From an optimization exercise on the open Yosys and OpenROAD flow, aimed at small area and a short achievable clock period; shortcuts taken in it are not production practice. At most, simulation tests tie the RTL to the original design; equivalence was not proved. Power is estimated from default activity; no workload was simulated.

==> inputs of v1 <==
Design rv_exu, start of the top module:
module rv_exu (
  input         clk,
  input         rst,
  input  [31:0] instr,
  input  [31:0] pc,
  input         stall,
  input         flush,
  input  [31:0] dmem_rdata,
  output        dmem_re,
  output        dmem_we,
  output [31:0] dmem_addr,
  output [31:0] dmem_wdata,
  output        br_taken,
  output [31:0] br_target,
  output        wb_we,
  output [4:0]  wb_rd,
  output [31:0] wb_data
);
clock: 24.0 ns
lec_check: 0
cap_margin: 20
core_margin: 2
core_utilization: 55
slew_margin: 20
synth_hierarchical: 1
synth_minimum_keep_size: 0
standard.sh (not shown) runs the stock make flow with config.mk's settings and CLKGATE_MAP_FILE= SYNTH_SCRIPT=/design/flow/synth_recipe.tcl, a recipe that flattens the netlist after the stock synthesis.
==> flow/flow/run.sh <==
#!/bin/bash
# The standard layout (standard.sh, all steps), with changes made only
# through ORFS's own variables:
#  - port buffers are buf_1 cells instead of the delay cell buffer_ports picks
#    by default (every port still gets its buffer);
#  - clock tree: no dummy loads, clkbuf_8/clkbuf_16, clusters of up to 24
#    sinks within 120 um;
#  - repair_timing aims for 13.9 ns of setup slack instead of 0, so that it
#    speeds up the paths that set the achieved period.
# make's output goes to flow.log here; each ORFS step logs under orfs/logs.
set -euo pipefail
export BUFFER_PORTS_ARGS="-buffer_cell sky130_fd_sc_hd__buf_1"
export CTS_ARGS="-sink_clustering_enable -repair_clock_nets -dont_use_dummy_load -buf_list {sky130_fd_sc_hd__clkbuf_8 sky130_fd_sc_hd__clkbuf_16} -sink_clustering_size 24 -sink_clustering_max_diameter 120"
export SETUP_SLACK_MARGIN=13.9
bash standard.sh > flow.log 2>&1
==> v23: changes against v1 <==
Settings changed: CORE_UTILIZATION 55 to 45.
==> comparison table <==
                                                         v1                      v23
Final hold slack                                   0.526 ns                 0.534 ns
Nonclk buf count                                        418                      411
FF-to-FF Start                                       ir[13]                   ir[14]
Number of buffers created by CTS                         55                       56
Final worst clock skew                            0.0777 ns                0.0529 ns
Reported combinational group power                  1.25 mW                  1.22 mW
Tapcell count                                          1186                     1488
First-pass GRT wire length                           277 mm                   278 mm
Status                              complete, no violations  complete, no violations
GRT Util Overall                                      0.418                    0.339
Global-route track usage on met1                      0.546                    0.436
Worst Max-Slew Pin Slew                             1.06 ns                  1.07 ns
Vias                                                  38600                    38100
Avg WL per Cell                                     43.1 um                  40.5 um
Cell total after placement                             4602                     4903
Initial DRC Count                                      9651                     9223

========
==> inputs of run K <==
Another version of the RTL of rv_exu (not shown whole).
==> module rv_exu, before the edit <==
module rv_exu (
  input         clk,
  input         rst,
  input  [31:0] instr,
  input  [31:0] pc,
  input         stall,
  input         flush,
  input  [31:0] dmem_rdata,
  output        dmem_re,
  output        dmem_we,
  output [31:0] dmem_addr,
  output [31:0] dmem_wdata,
  output        br_taken,
  output [31:0] br_target,
  output        wb_we,
  output [4:0]  wb_rd,
  output [31:0] wb_data
);
  reg        f_load, f_store, f_op, f_opi, f_br;
  reg [31:20] ir_hi;
  reg [14:7]  ir_lo;
  reg [31:0]  pc_d;
  always @(posedge clk)
    if (rst | flush) begin
      f_load  <= 1'b0;
      f_store <= 1'b0;
      f_op    <= 1'b0;
      f_opi   <= 1'b0;
      f_br    <= 1'b0;
    end else if (!stall) begin
      f_load  <= instr[6:0] == 7'b0000011;
      f_store <= instr[6:0] == 7'b0100011;
      f_op    <= instr[6:0] == 7'b0110011;
      f_opi   <= instr[6:0] == 7'b0010011;
      f_br    <= instr[6:0] == 7'b1100011;
    end
  always @(posedge clk)
    if (!stall) begin
      ir_hi <= instr[31:20];
      ir_lo <= instr[14:7];
      pc_d  <= pc;
    end
  wire [4:0] rd  = ir_lo[11:7];
  wire [2:0] f3  = ir_lo[14:12];
  wire [6:0] f7  = ir_hi[31:25];
  wire regwrite = f_load | f_op | f_opi;
  reg  [31:0] rf [0:31];
  wire [31:0] s1, s2;
  dec5 u_s1 (.a(instr[19:15]), .y(s1));
  dec5 u_s2 (.a(instr[24:20]), .y(s2));
  wire [31:0] r1, r2;
  genvar i, j;
  generate
    for (j = 0; j < 32; j = j + 1) begin : col
      wire [31:0] q;
      for (i = 0; i < 32; i = i + 1) begin : row
        assign q[i] = rf[i][j];
      end
      rd_slice u_a (.q(q), .s(s1), .d(r1[j]));
      rd_slice u_b (.q(q), .s(s2), .d(r2[j]));
    end
  endgenerate
  wire [31:0] wdata;
  wire byp1 = regwrite & (rd == instr[19:15]);
  wire byp2 = regwrite & (rd == instr[24:20]);
  reg  [31:0] a, x2;
  always @(posedge clk)
    if (!stall) begin
      a  <= byp1 ? wdata : r1;
      x2 <= byp2 ? wdata : r2;
    end
  wire f7ok   = (f7 == 7'b0000000) | (f7 == 7'b0100000);
  wire use_x2 = f_op | f_br;
  wire sub    = f_br | (~(f_load | f_store) &
                ((f3[2:1] == 2'b01) | (f_op & (f3 == 3'b000) & f7[5])));
  wire ex     = ~f_load;
  wire sel_sum = ex & (f3 == 3'b000) & (f_opi | f7ok);
  wire sel_p   = ex & ((f3 == 3'b100) | (f3 == 3'b110));
  wire sel_g   = ex & (f3[2:1] == 2'b11);
  wire sel_shr = ex & (f3 == 3'b101) & f7ok;
  wire sel_shl = ex & (f3 == 3'b001);
  wire sel_lt  = ex & (f3 == 3'b010);
  wire sel_ltu = ex & (f3 == 3'b011);
  wire left    = ~f3[2];
  wire arith   = f7[5];
  wire [31:0] b;
  assign b[31:12] = x2[31:12] & {20{use_x2}};
  assign b[11:5]  = use_x2 ? x2[11:5] : ir_hi[31:25];
  assign b[4:0]   = use_x2 ? x2[4:0] : (f_store ? ir_lo[11:7] : ir_hi[24:20]);
  wire [31:0] sum;
  wire        lt, ltu, eq;
  alu u_alu (
    .a(a), .b(b), .sub(sub), .left(left), .arith(arith),
    .sel_sum(sel_sum), .sel_p(sel_p), .sel_g(sel_g), .sel_shr(sel_shr),
    .sel_shl(sel_shl), .sel_lt(sel_lt), .sel_ltu(sel_ltu), .sel_rd(f_load),
    .rdata(dmem_rdata), .sum(sum), .res(wdata), .lt(lt), .ltu(ltu), .eq(eq));
  wire rf_we = regwrite & ~stall & ~rst;
  wire [31:0] wsel;
  dec5 u_w (.a(rd), .y(wsel));
  integer k;
  always @(posedge clk)
    for (k = 0; k < 32; k = k + 1)
      if (rf_we & wsel[k])
        rf[k] <= wdata;
  reg        w_we;
  reg [4:0]  w_rd;
  reg [31:0] w_data;
  always @(posedge clk) begin
    w_we   <= ~rst & regwrite & ~stall;
    w_rd   <= rd;
    w_data <= wdata;
  end
  wire addr_ok = ~(f3[1] & f3[0]) & ~(f3[2] & (f3[1] | f_store));
  reg cond;
  always @(*)
    case (f3)
      3'b000: cond = eq;
      3'b001: cond = ~eq;
      3'b100: cond = lt;
      3'b101: cond = ~lt;
      3'b110: cond = ltu;
      3'b111: cond = ~ltu;
      default: cond = 1'b0;
    endcase
  assign dmem_re    = f_load & ~stall;
  assign dmem_we    = f_store & ~stall;
  assign dmem_addr  = sum & {32{addr_ok}};
  assign dmem_wdata = x2;
  assign br_taken   = f_br & ~stall & cond;
  bt_add u_bt (.pc(pc_d), .imm({ir_hi[31], ir_lo[7], ir_hi[30:25], ir_lo[11:8]}), .bt(br_target));
  assign wb_we      = w_we;
  assign wb_rd      = w_rd;
  assign wb_data    = w_data;
endmodule
==> module rd_slice, before the edit <==
module rd_slice (input [31:0] q, input [31:0] s, output d);
  wire [10:0] n;
  genvar t;
  generate
    for (t = 0; t < 10; t = t + 1) begin : g3
      aoi222 u (.a(q[3*t]), .b(s[3*t]), .c(q[3*t+1]), .d(s[3*t+1]),
                .e(q[3*t+2]), .f(s[3*t+2]), .y(n[t]));
    end
  endgenerate
  aoi22 u_last (.a(q[30]), .b(s[30]), .c(q[31]), .d(s[31]), .y(n[10]));
  nand_or11 u_or (.n(n), .d(d));
endmodule
==> module aoi222, before the edit <==
module aoi222 (input a, b, c, d, e, f, output y);
  assign y = ~((a & b) | (c & d) | (e & f));
endmodule
==> module aoi22, before the edit <==
module aoi22 (input a, b, c, d, output y);
  assign y = ~((a & b) | (c & d));
endmodule
==> module nand_or11, before the edit <==
module nand_or11 (input [10:0] n, output d);
  assign d = ~&n[3:0] | ~&n[7:4] | ~&n[10:8];
endmodule
export LEC_CHECK = 0
export CAP_MARGIN = 20
export CORE_MARGIN = 2
export CORE_UTILIZATION = 55
export SLEW_MARGIN = 20
export SYNTH_HIERARCHICAL = 1
export SYNTH_MINIMUM_KEEP_SIZE = 0
create_clock -name core_clock -period 24.0 [get_ports {clk}]
run.sh (not shown) runs the stock make flow with config.mk's settings and CLKGATE_MAP_FILE= SYNTH_SCRIPT=/design/flow/synth_recipe.tcl, a recipe that flattens the netlist after the stock synthesis.
Stock flow here: none of the scripts above is used.
==> run E: changes against run K <==
--- a/flow/design.v
+++ b/flow/design.v
@@ -18,7 +18,6 @@
 );
   reg        f_load, f_store, f_op, f_opi, f_br;
-  reg [31:20] ir_hi;
-  reg [14:7]  ir_lo;
-  reg [31:0]  pc_d;
+  reg [31:7] ir;
+  reg [31:0] pc_d;
   always @(posedge clk)
     if (rst | flush) begin
@@ -37,17 +36,18 @@
   always @(posedge clk)
     if (!stall) begin
-      ir_hi <= instr[31:20];
-      ir_lo <= instr[14:7];
-      pc_d  <= pc;
+      ir   <= instr[31:7];
+      pc_d <= pc;
     end
-  wire [4:0] rd  = ir_lo[11:7];
-  wire [2:0] f3  = ir_lo[14:12];
-  wire [6:0] f7  = ir_hi[31:25];
+  wire [4:0] rd  = ir[11:7];
+  wire [2:0] f3  = ir[14:12];
+  wire [4:0] rs1 = ir[19:15];
+  wire [4:0] rs2 = ir[24:20];
+  wire [6:0] f7  = ir[31:25];
   wire regwrite = f_load | f_op | f_opi;
   reg  [31:0] rf [0:31];
   wire [31:0] s1, s2;
-  dec5 u_s1 (.a(instr[19:15]), .y(s1));
-  dec5 u_s2 (.a(instr[24:20]), .y(s2));
-  wire [31:0] r1, r2;
+  dec5 u_s1 (.a(rs1), .y(s1));
+  dec5 u_s2 (.a(rs2), .y(s2));
+  wire [31:0] a, x2;
   genvar i, j;
   generate
@@ -57,17 +57,8 @@
         assign q[i] = rf[i][j];
       end
-      rd_slice u_a (.q(q), .s(s1), .d(r1[j]));
-      rd_slice u_b (.q(q), .s(s2), .d(r2[j]));
+      rd_slice u_a (.q(q), .s(s1), .d(a[j]));
+      rd_slice u_b (.q(q), .s(s2), .d(x2[j]));
     end
   endgenerate
-  wire [31:0] wdata;
-  wire byp1 = regwrite & (rd == instr[19:15]);
-  wire byp2 = regwrite & (rd == instr[24:20]);
-  reg  [31:0] a, x2;
-  always @(posedge clk)
-    if (!stall) begin
-      a  <= byp1 ? wdata : r1;
-      x2 <= byp2 ? wdata : r2;
-    end
   wire f7ok   = (f7 == 7'b0000000) | (f7 == 7'b0100000);
   wire use_x2 = f_op | f_br;
@@ -86,7 +77,7 @@
   wire [31:0] b;
   assign b[31:12] = x2[31:12] & {20{use_x2}};
-  assign b[11:5]  = use_x2 ? x2[11:5] : ir_hi[31:25];
-  assign b[4:0]   = use_x2 ? x2[4:0] : (f_store ? ir_lo[11:7] : ir_hi[24:20]);
-  wire [31:0] sum;
+  assign b[11:5]  = use_x2 ? x2[11:5] : ir[31:25];
+  assign b[4:0]   = use_x2 ? x2[4:0] : (f_store ? ir[11:7] : ir[24:20]);
+  wire [31:0] sum, res;
   wire        lt, ltu, eq;
   alu u_alu (
@@ -94,5 +85,5 @@
     .sel_sum(sel_sum), .sel_p(sel_p), .sel_g(sel_g), .sel_shr(sel_shr),
     .sel_shl(sel_shl), .sel_lt(sel_lt), .sel_ltu(sel_ltu), .sel_rd(f_load),
-    .rdata(dmem_rdata), .sum(sum), .res(wdata), .lt(lt), .ltu(ltu), .eq(eq));
+    .rdata(dmem_rdata), .sum(sum), .res(res), .lt(lt), .ltu(ltu), .eq(eq));
   wire rf_we = regwrite & ~stall & ~rst;
   wire [31:0] wsel;
@@ -102,5 +93,5 @@
     for (k = 0; k < 32; k = k + 1)
       if (rf_we & wsel[k])
-        rf[k] <= wdata;
+        rf[k] <= res;
   reg        w_we;
   reg [4:0]  w_rd;
@@ -109,5 +100,5 @@
     w_we   <= ~rst & regwrite & ~stall;
     w_rd   <= rd;
-    w_data <= wdata;
+    w_data <= res;
   end
   wire addr_ok = ~(f3[1] & f3[0]) & ~(f3[2] & (f3[1] | f_store));
@@ -128,5 +119,5 @@
   assign dmem_wdata = x2;
   assign br_taken   = f_br & ~stall & cond;
-  bt_add u_bt (.pc(pc_d), .imm({ir_hi[31], ir_lo[7], ir_hi[30:25], ir_lo[11:8]}), .bt(br_target));
+  bt_add u_bt (.pc(pc_d), .imm({ir[31], ir[7], ir[30:25], ir[11:8]}), .bt(br_target));
   assign wb_we      = w_we;
   assign wb_rd      = w_rd;
@@ -137,23 +128,5 @@
 endmodule
 module rd_slice (input [31:0] q, input [31:0] s, output d);
-  wire [10:0] n;
-  genvar t;
-  generate
-    for (t = 0; t < 10; t = t + 1) begin : g3
-      aoi222 u (.a(q[3*t]), .b(s[3*t]), .c(q[3*t+1]), .d(s[3*t+1]),
-                .e(q[3*t+2]), .f(s[3*t+2]), .y(n[t]));
-    end
-  endgenerate
-  aoi22 u_last (.a(q[30]), .b(s[30]), .c(q[31]), .d(s[31]), .y(n[10]));
-  nand_or11 u_or (.n(n), .d(d));
-endmodule
-module aoi222 (input a, b, c, d, e, f, output y);
-  assign y = ~((a & b) | (c & d) | (e & f));
-endmodule
-module aoi22 (input a, b, c, d, output y);
-  assign y = ~((a & b) | (c & d));
-endmodule
-module nand_or11 (input [10:0] n, output d);
-  assign d = ~&n[3:0] | ~&n[7:4] | ~&n[10:8];
+  assign d = |(q & s);
 endmodule
 module bt_add (input [31:0] pc, input [11:0] imm, output [31:0] bt);
==> impl_metrics.csv <==
group,metric,value,unit
timing,final.period_utilization,0.535,
synth,ys_ff_latch,1124,
outcome,status,"complete, no violations",
timing,finalCriticalPeriod,12.84,ns
layout,buf_share,0.0556,
the above is filed under run E

==> impl_metrics.csv <==
group,metric,value,unit
outcome,status,"complete, no violations",
synth,ys_ff_latch,1183,
timing,finalCriticalPeriod,11.15,ns
layout,buf_share,0.0553,
timing,final.period_utilization,0.464,
the above is filed under run K

No functional check of the RTL was part of any run of this note.

re-timing with driven ports:
Ports are ideal in the flow. The routed layouts listed here were re-timed in OpenROAD. Step 1: set_driving_cell puts a clkbuf_16 on clk and a buf_2 on each other input, an assumption about the parent block. Step 2 also shifts input and output timing later by t, the mid clock arrival at the registers, as if the neighbouring blocks saw the same clock. Three values: ideal, step 1, step 2; two values: the first two.
run | shift t [ns] | setup WS [ns] | worst slew at a driven data input, ns | cell pins on the clock port's net
v1 | 0.753 | 13.922 / 13.902 / 13.902 | 0.15 | 1
v23 | 0.724 | 13.903 / 13.877 / 13.877 | 0.09 | 1
run K | 0.789 | 12.854 / 12.827 / 12.827 | 0.13 | 1
run E | 0.771 | 11.164 / 11.090 / 11.862 | 0.10 | 1
After both steps setup and hold are still met in every run listed. For run K, which loses most, drivers alone change the setup slack by -0.027 ns; drivers and shift together by -0.027 ns.
